From an optimization exercise on the open Yosys and OpenROAD flow, aimed at small area, a short achievable clock period and few clock cycles; shortcuts taken in it are not production practice. RTL that was checked went through simulation tests only; none was proved equivalent to the original. Power is estimated from default activity; no workload was simulated.

Setup of before:
==> flow/design.v <==
module demosaic(clk, reset, in_en, data_in, wr_r, addr_r, wdata_r, rdata_r, wr_g, addr_g, wdata_g, rdata_g, wr_b, addr_b, wdata_b, rdata_b, done);
input clk;
input reset;
input in_en;
input [7:0] data_in;
output reg wr_r;
output [13:0] addr_r;
output reg [7:0] wdata_r;
input [7:0] rdata_r;
output reg wr_g;
output reg [13:0] addr_g;
output reg [7:0] wdata_g;
input [7:0] rdata_g;
output reg wr_b;
output [13:0] addr_b;
output reg [7:0] wdata_b;
input [7:0] rdata_b;
output reg done;
reg        fill;
reg [6:0]  r;             
reg [7:0]  q;             
reg [3:0]  ph;            
reg        first;         
reg        second;        
reg [7:0]  rg, rx;        
reg [7:0]  xb;            
reg [9:0]  p;             
reg [8:0]  ya;            
reg [7:0]  half;          
reg [9:0]  d;             
reg [7:0]  xn;            
reg [13:0] addr_rb;
assign addr_r = addr_rb;
assign addr_b = addr_rb;
wire       odd  = r[0];
wire [7:0] rv   = rx;
wire [7:0] rh   = rx;
wire [6:0] rm1 = r - 7'd1;
wire [6:0] rp1 = r + 7'd1;
wire [6:0] qc  = q[6:0];
wire [6:0] qm4 = qc - 7'd4;
wire [6:0] qm1 = qc - 7'd1;
wire [6:0] qp1 = qc + 7'd1;
wire [6:0] qp2 = qc + 7'd2;
wire       last = q[7] & (q[6:1] == 6'd1);
wire       endc = ph[2] & last & (r == 7'd127);
wire [9:0] g_sum = p + {2'b0, rg};
wire [9:0] v_sum = {1'b0, ya} + {2'b0, rv};
wire [9:0] d_sum = d + {2'b0, rv};
wire [8:0] h_sum = {1'b0, xn} + {1'b0, rh};
wire [7:0] v_wdata = ph[1] ? half : d_sum[9:2];
wire [7:0] h_wdata = h_sum[8:1];
always @(posedge clk) begin
    rg <= rdata_g;
    rx <= (odd ^ ph[3]) ? rdata_r : rdata_b;
    wdata_g <= fill ? g_sum[9:2] : data_in;
    if (!fill || odd || ph[0]) wdata_r <= !fill ? data_in : odd ? v_wdata : h_wdata;
    if (!fill || !odd || ph[0]) wdata_b <= !fill ? data_in : odd ? h_wdata : v_wdata;
end
always @(posedge clk) begin
    if (reset) begin
        fill <= 1'b0;
        r <= 7'd0;
        q <= 8'd0;
        ph <= 4'd0;
        first <= 1'b1;
        second <= 1'b0;
        done <= 1'b0;
        wr_r <= 1'b0;
        wr_g <= 1'b0;
        wr_b <= 1'b0;
        addr_g <= 14'd0;
        addr_rb <= 14'd0;
    end else if (!fill) begin
        addr_g <= {r, qc};
        addr_rb <= {r, qc};
        wr_g <= in_en & (r[0] == qc[0]);
        wr_r <= in_en & !r[0] & qc[0];
        wr_b <= in_en & r[0] & !qc[0];
        if (in_en) begin
            q[6:0] <= qp1;
            if (qc == 7'd127) begin
                r <= rp1;
                if (r == 7'd127) begin
                    fill <= 1'b1;
                    ph <= 4'b1000;
                end
            end
        end
    end else begin
        ph <= {ph[2:0], ph[3]};
        wr_r <= 1'b0;
        wr_g <= 1'b0;
        wr_b <= 1'b0;
        if (ph[3]) addr_g <= first ? {r, qc} : {rm1, qm1};
        if (ph[0]) addr_g <= {rp1, qm1};
        if (ph[1]) begin
            addr_g <= {r, qp2};
            if (first) xb <= rg; else p <= g_sum;
        end
        if (ph[2]) begin
            addr_g <= {r, qm1};
            wr_g <= !first;
        end
        if (ph[3]) begin
            p <= {2'b0, xb} + {2'b0, rg};
            xb <= rg;
        end
        if (ph[3]) addr_rb <= {rm1, qc};
        if (ph[0]) begin
            addr_rb <= {rp1, qc};
            xn <= rh;
        end
        if (ph[1]) begin
            addr_rb <= {r, qm4};
            wr_r <= !first & !second;
            wr_b <= !first & !second;
            d <= v_sum;
            half <= ya[8:1];
            ya <= {1'b0, rv};
        end
        if (ph[2]) begin
            addr_rb <= {r, qm1};
            wr_r <= !first & odd;
            wr_b <= !first & !odd;
            ya <= v_sum[8:0];
            q <= last ? {7'd0, rp1[0]} : q + 8'd2;
            if (last) r <= rp1;
            first <= last;
            second <= first;
        end
        if (done || endc) begin
            wr_r <= 1'b0; wr_g <= 1'b0; wr_b <= 1'b0;
        end
        if (endc) done <= 1'b1;
    end
end
endmodule
clock: 5.0 ns
lec_check: 0
abc_clock_period_in_ps: 2200
cap_margin: 20
core_margin: 2
core_utilization: 40
place_density: 0.6
setup_slack_margin: 2.8
slew_margin: 20
standard.sh (not shown) runs the stock make flow with config.mk's settings and CLKGATE_MAP_FILE= SYNTH_SCRIPT=/design/flow/synth_recipe.tcl, a recipe that flattens the netlist after the stock synthesis.
==> flow/flow/run.sh <==
#!/bin/bash
# The standard layout (the standard.sh, unchanged synthesis), except that
# the port buffers that global placement inserts on every input and output
# are sky130_fd_sc_hd__buf_1 rather than the default cell.
set -euo pipefail
export BUFFER_PORTS_ARGS="-buffer_cell sky130_fd_sc_hd__buf_1"
bash standard.sh finish > make_finish.log 2>&1
before finished all stages; the layout is clean.
Relative to before, the following input files were edited for after:
-- flow/flow/run.sh --
<<< before, line 4
# are sky130_fd_sc_hd__buf_1 rather than the default cell.
>>> after, line 4
# are sky130_fd_sc_hd__buf_2 rather than the default cell.
<<< before, line 6
export BUFFER_PORTS_ARGS="-buffer_cell sky130_fd_sc_hd__buf_1"
>>> after, line 6
export BUFFER_PORTS_ARGS="-buffer_cell sky130_fd_sc_hd__buf_2"
--- outcome ---
after supports a lower top clock frequency than before. For the proportion of cell area spent on the clock network, after came in 0.66 points lower than before did. On proportion of power drawn by the clock network: after sits below before. The count of clock-buffer cells in the layout reported for after is smaller than that of before by 1. On post-route cell area, before tracks after almost exactly. The higher final HPWL from detailed placement came out of after. Comparing before against after, there is no change at all in final-report max-slew violation count. Global routing met2 resource utilization in after is 0.59 points higher than in before.
No run of this note included a check of the RTL's function; only the layout flow was run.

---

== v40 ==
demosaic, a different RTL version from the one above (not shown whole).
clock: 5.0 ns
lec_check: 0
cap_margin: 20
core_margin: 2
core_utilization: 40
cts_buf_list: sky130_fd_sc_hd__clkbuf_4 sky130_fd_sc_hd__clkbuf_8
place_density: 0.55
setup_slack_margin: 2.9
slew_margin: 20
tns_end_percent: 10
==> flow/flow/run.sh <==
#!/bin/bash
# The standard layout (the standard.sh, unchanged synthesis), except that
# the port buffers that global placement inserts on every input and output
# are sky130_fd_sc_hd__buf_1 rather than the default cell.
set -euo pipefail
export BUFFER_PORTS_ARGS="-buffer_cell sky130_fd_sc_hd__buf_1"
bash standard.sh finish > make_finish.log 2>&1
Testbench counts of v40, summed over its fixed seeds: cycles 802,816.
## Diff of input files: v7 against v40
--- a/flow/config.mk
+++ b/flow/config.mk
@@ -10,6 +10,6 @@
 export CORE_UTILIZATION = 40
 export CTS_BUF_LIST = sky130_fd_sc_hd__clkbuf_4 sky130_fd_sc_hd__clkbuf_8
-export PLACE_DENSITY = 0.55
+export PLACE_DENSITY = 0.6
 export SETUP_SLACK_MARGIN = 2.9
 export SLEW_MARGIN = 20
-export TNS_END_PERCENT = 10
+export TNS_END_PERCENT = 20
--- outcome ---
v7 improves on v40 in shortest clock period the worst path allows after layout.
Total routing usage reported by global routing: v7 and v40 compared, higher one is v40
Compared with v40, placement density in the core of v7 is lower.
From v40 to v7 the numbers moved as follows: fmax now sits higher; number of clock buffer instances in the layout now sits higher; storage element area now sits at about the same level; part of the power in combinational logic now sits lower.
--- input diff v7..v43 ---
--- a/flow/config.mk
+++ b/flow/config.mk
@@ -8,8 +8,8 @@
 export CAP_MARGIN = 20
 export CORE_MARGIN = 2
-export CORE_UTILIZATION = 40
+export CORE_UTILIZATION = 55
 export CTS_BUF_LIST = sky130_fd_sc_hd__clkbuf_4 sky130_fd_sc_hd__clkbuf_8
-export PLACE_DENSITY = 0.6
-export SETUP_SLACK_MARGIN = 2.9
+export PLACE_DENSITY = 0.75
+export SETUP_SLACK_MARGIN = 3.0
 export SLEW_MARGIN = 20
-export TNS_END_PERCENT = 20
+export TNS_END_PERCENT = 10
--- outcome ---
- v43 reached the end of the flow, and the finished layout is clean on the timing, design-rule and antenna checks.
- Comparing fraction of power consumed by sequential logic for v43 and v7, the smaller number came from v7.
- Comparing v43 and v7, the higher core utilization of the finished layout is on v43.
- Looking at count of placed standard cells in the final layout, fillers left out, v43 sits below v7.
- Between v43 and v7, it is v43 whose first-pass GRT wire length is lower, by about 1.5%.
- v43 against v7: setup slack saw a decrease, clock share of power saw a decrease, number of fill cells now smaller, number of vias per cell moved up, longest individual stage delay on the worst path shows a reduction of 0.05 ns.
- Relative to v7, cell area has increased by 85 um2 in v43.
Here is what was changed in the inputs of v16 compared with v43.
--- a/flow/config.mk
+++ b/flow/config.mk
@@ -8,8 +8,8 @@
 export CAP_MARGIN = 20
 export CORE_MARGIN = 2
-export CORE_UTILIZATION = 55
+export CORE_UTILIZATION = 40
 export CTS_BUF_LIST = sky130_fd_sc_hd__clkbuf_4 sky130_fd_sc_hd__clkbuf_8
-export PLACE_DENSITY = 0.75
-export SETUP_SLACK_MARGIN = 3.0
+export PLACE_DENSITY = 0.6
+export SETUP_SLACK_MARGIN = 2.8
 export SLEW_MARGIN = 20
 export TNS_END_PERCENT = 10
### Flow results
v16 ends up with higher first-pass GRT wire length than v43 does. v16 vs v43: height of the chip up by more than 10%. v16 vs. v43: total net switching power higher, met3 usage lower. Per the comparison of v16 with v43, critical path depth has decreased, share of cell area taken by multi-input logic gates has decreased.
The inputs of v26 differ from those of v16 as listed below.
--- a/flow/config.mk
+++ b/flow/config.mk
@@ -11,5 +11,5 @@
 export CTS_BUF_LIST = sky130_fd_sc_hd__clkbuf_4 sky130_fd_sc_hd__clkbuf_8
 export PLACE_DENSITY = 0.6
-export SETUP_SLACK_MARGIN = 2.8
+export SETUP_SLACK_MARGIN = 3.2
 export SLEW_MARGIN = 20
 export TNS_END_PERCENT = 10
Findings:
v26 finished end to end and its layout was clean on timing, DRC and antenna. The clock latency on the worst-skew pair in v26 sits 0.02 ns above the value recorded for v16. Delta (v26 minus v16): share of total power in combinational logic climbed 1.3 points, relative slew slack fell by 24 points, setup slack went up by 0.075 ns.

---

Setup of run A:
demosaic, a different RTL version from the one above (not shown whole).
Size: about 140 flip-flops, ~7900 um^2 of cells after synthesis.
==> flow/config.mk <==
export PLATFORM = sky130hd
export DESIGN_NAME = demosaic
export DESIGN_NICKNAME = demosaic
export VERILOG_FILES = /design/flow/design.v
export SDC_FILE = /design/flow/constraint.sdc
export NUM_CORES = 4
export LEC_CHECK = 0
export CAP_MARGIN = 20
export CORE_MARGIN = 2
export CORE_UTILIZATION = 40
export PLACE_DENSITY = 0.6
export SETUP_SLACK_MARGIN = 2.5
export SLEW_MARGIN = 20
export TNS_END_PERCENT = 10
==> flow/constraint.sdc <==
create_clock -name core_clock -period 5.0 [get_ports {clk}]
set_input_delay 1.0000 -clock core_clock [delete_from_list [all_inputs] [get_ports {clk}]]
set_output_delay 1.0000 -clock core_clock [all_outputs]
set_load 0.01 [all_outputs]
Scripts as last shown in full above: flow/flow/run.sh
Testbench counts of run A, summed over its fixed seeds: cycles 802,816.
For run B, these inputs were changed with respect to run A:
Settings: PLACE_DENSITY changed from 0.6 to 0.8; CORE_UTILIZATION changed from 40 to 60; SETUP_SLACK_MARGIN changed from 2.5 to 3.0.
### Flow results
Critical path depth (run B over run A): increase, 1
Taking run A as the reference, in run B number of iterations in the first detailed-routing pass went up by 2; final worst hold slack was more or less identical; clock power went down by about 14%; utilization after layout went up by 25 points; total power went down by 160 uW.
Compared with run A, run B shows a worst setup slack that is 0.19 ns higher.
Layout-stage area growth over the synthesis result, run B and run A: larger value in run B
[run B vs run A] post-route clock period utilization: lower in run B
Going from run A to run B, critical path data required time grows by 0.15 ns.
The final critical path time including I/O delays and setup of run B was superior to that of run A.
## Diff of input files: run C against run B
Settings: a change of CORE_UTILIZATION from 60 to 40; a change of PLACE_DENSITY from 0.8 to 0.6; a change of SETUP_SLACK_MARGIN from 3.0 to 2.8; an added ABC_CLOCK_PERIOD_IN_PS of 1700.
### Flow results
Run C packs its core looser than run B.
Final cell area: run C below run B
Run C ended up with nor2_1 as its cell type of the slowest stage on the worst timing path; run B ended up with edfxtp_1.
From run B to run C the numbers moved as follows: total power climbed 0.80%; wire length on met2 has decreased.
On vertical extent of the die: between run B and run C, it ends up higher for run C.
Per the comparison of run C with run B, worst setup slack decreased by 0.094 ns relative to the old numbers; placed wire-length estimate increased by about 3% relative to the old numbers; sum of routed wire length over all layers shows a reduction of about 7%.
Comparing run B and run C, the higher final-layout non-clock buffer area share is on run B.

---

rev 12:
Another version of the RTL of demosaic (not shown whole).
For scale: about 920 cells after synthesis, about 160 flip-flops.
clock: 5.0 ns
lec_check: 0
abc_clock_period_in_ps: 2200
cap_margin: 20
core_margin: 2
core_utilization: 40
place_density: 0.6
setup_slack_margin: 2.8
slew_margin: 20
==> flow/flow/run.sh <==
#!/bin/bash
# The standard layout (the standard.sh, unchanged synthesis), except that
# the port buffers that global placement inserts on every input and output
# are sky130_fd_sc_hd__buf_2 rather than the default cell.
set -euo pipefail
export BUFFER_PORTS_ARGS="-buffer_cell sky130_fd_sc_hd__buf_2"
bash standard.sh finish > make_finish.log 2>&1
Rev 12 | stages: all done | timing, DRC, antenna: all pass
Testbench counts of rev 12, summed over its fixed seeds: cycles 794,640.
Edits applied to the flow inputs when going from rev 12 to rev 13:
==> flow/run.sh (new file) <==
#!/bin/bash
# synth_recipe.tcl (not shown) runs the flow's synth.tcl, then flattens the netlist and writes it again
# the make line also repeats each setting of config.mk as NAME=value (left out here)
make -C /OpenROAD-flow-scripts/flow DESIGN_CONFIG=/design/flow/config.mk WORK_HOME=/design/flow/orfs CLKGATE_MAP_FILE= SYNTH_SCRIPT=/design/flow/synth_recipe.tcl finish
removed: flow/flow/run.sh
removed: flow/standard.sh
Results
Compared to rev 12, the routing of rev 13 uses more wire. Against rev 12, rev 13 reports a utilization of the core after routing that is higher. Going from rev 12 to rev 13, the net count reported at finish was found to have gone up by 13. Global-route usage ends up lower on rev 12. Rev 13 against rev 12: proportion of power drawn by flip-flops and latches moved down; via count higher.

---

## trial 3
RTL: one of the versions met above, not the one the previous note started from.
Size in the first run: ~820 cells after synthesis, ~140 flip-flops, about 110 I/O pins, roughly 0.0079 sq mm of cells after synthesis.
==> flow/design.v (excerpt) <==
module demosaic(clk, reset, in_en, data_in, wr_r, addr_r, wdata_r, rdata_r, wr_g, addr_g, wdata_g, rdata_g, wr_b, addr_b, wdata_b, rdata_b, done);
input clk;
input reset;
input in_en;
input [7:0] data_in;
output reg wr_r;
output [13:0] addr_r;
output reg [7:0] wdata_r;
input [7:0] rdata_r;
output reg wr_g;
output reg [13:0] addr_g;
output [7:0] wdata_g;
input [7:0] rdata_g;
output reg wr_b;
output [13:0] addr_b;
output reg [7:0] wdata_b;
input [7:0] rdata_b;
output reg done;
reg        fill;
reg [6:0]  r;             
reg [7:0]  q;             
reg [3:0]  ph;            
reg        first;         
reg        second;        
reg [7:0]  rg, rx;        
reg [7:0]  xb;            
reg [9:0]  p;             
reg [8:0]  ya;            
reg [7:0]  half;          
reg [9:0]  d;             
reg [7:0]  xn;            
reg [13:0] addr_rb;
assign wdata_g = p[9:2];
assign addr_r = addr_rb;
assign addr_b = addr_rb;
wire       odd  = r[0];
wire [7:0] rv   = rx;
wire [7:0] rh   = rx;
wire [6:0] rm1 = r - 7'd1;
wire [6:0] rp1 = r + 7'd1;
wire [6:0] qc  = q[6:0];
wire [6:0] qm4 = qc - 7'd4;
wire [6:0] qm1 = qc - 7'd1;
wire [6:0] qp1 = qc + 7'd1;
wire [6:0] qp2 = qc + 7'd2;
wire       last = q[7] & (q[6:1] == 6'd1);
wire       endc = ph[2] & last & (r == 7'd127);
wire [9:0] g_sum = p + {2'b0, rg};
wire [9:0] v_sum = {1'b0, ya} + {2'b0, rv};
wire [9:0] d_sum = d + {2'b0, rv};
wire [8:0] h_sum = {1'b0, xn} + {1'b0, rh};
wire [7:0] v_wdata = ph[1] ? half : d_sum[9:2];
wire [7:0] h_wdata = h_sum[8:1];
always @(posedge clk) begin
    rg <= rdata_g;
  ...
Settings: LEC_CHECK=0, CAP_MARGIN=20, CORE_MARGIN=2, CORE_UTILIZATION=55, PLACE_DENSITY=0.75, SETUP_SLACK_MARGIN=3.0, SLEW_MARGIN=20, TNS_END_PERCENT=10; clock period 5.0 ns.
==> flow/flow/run.sh <==
#!/bin/bash
# The standard layout (the standard.sh, unchanged synthesis), except that
# the port buffers that global placement inserts on every input and output
# are sky130_fd_sc_hd__buf_1 rather than the default cell.
set -euo pipefail
export BUFFER_PORTS_ARGS="-buffer_cell sky130_fd_sc_hd__buf_1"
bash standard.sh finish > make_finish.log 2>&1
No stage failed in trial 3, and the final checks on the layout all came back clean.
Testbench counts of trial 3, summed over its fixed seeds: cycles 802,816.
--- input diff trial 3..build 48 ---
Settings: CORE_UTILIZATION: 55 -> 40; PLACE_DENSITY: 0.75 -> 0.6.
Compared with trial 3, build 48 shows detail-routed via count per cell lower by 10%.
Min count of non-CTS buffers in the layout across trial 3 and build 48: build 48
Summary — width of the die, build 48 relative to trial 3: higher, by 21 microns.
Clock network power consumption: higher on build 48
In build 48 relative to trial 3, final cell count without fillers had gone up by a few percent.
Diff trial 3 -> build 48 | total power after layout | increase of 1.3%
Trial 3 → build 48: part of the cycle the worst path needs saw a decrease, HPWL after detailed placement saw an increase.
Re area added between synthesis and finish: build 48 is 0.71 points down on trial 3.
For wire length after detailed routing, build 48 and trial 3 come out practically identical.
Looking only at met2 usage in global routing, and setting everything else aside, the lower value of trial 3 and build 48 goes to build 48.

[separate check: timing with driven ports]
No port has a modelled driver above. Below, the same layouts with a new extraction and two added sets of constraints.
Step 1, drivers: a clkbuf_16 drives clk and a buf_2 each remaining input, both assumed.
Step 2 also shifts input and output timing later by t, the mid clock arrival at the registers, as if the neighbouring blocks saw the same clock.
Slacks: no drivers / after step 1 / after step 2; pairs: no drivers / after step 1.
run	t, ns	setup WS [ns]	worst slew at a driven data input, ns
before	0.468	2.793 / 2.793 / 2.389	0.03
after	0.467	2.783 / 2.783 / 2.584	0.03
v40	0.495	2.654 / 2.654 / 2.268	0.03
v7	0.489	2.761 / 2.761 / 2.385	0.03
v43	0.488	2.697 / 2.697 / 2.414	0.04
v16	0.485	2.710 / 2.710 / 2.454	0.03
v26	0.501	2.785 / 2.785 / 2.577	0.03
run A	0.454	2.615 / 2.615 / 2.214	0.04
run B	0.465	2.804 / 2.804 / 2.490	0.04
run C	0.461	2.711 / 2.725 / 2.264	0.04
rev 12	0.485	2.786 / 2.786 / 2.407	0.05
rev 13	0.481	2.718 / 2.718 / 2.454	0.05
trial 3	0.468	2.794 / 2.794 / 2.557	0.03
build 48	0.466	2.850 / 2.850 / 2.456	0.04
After both steps setup and hold are still met in every run listed. For run C, which loses most, drivers alone change the setup slack by +0.014 ns; drivers and shift together by -0.447 ns.
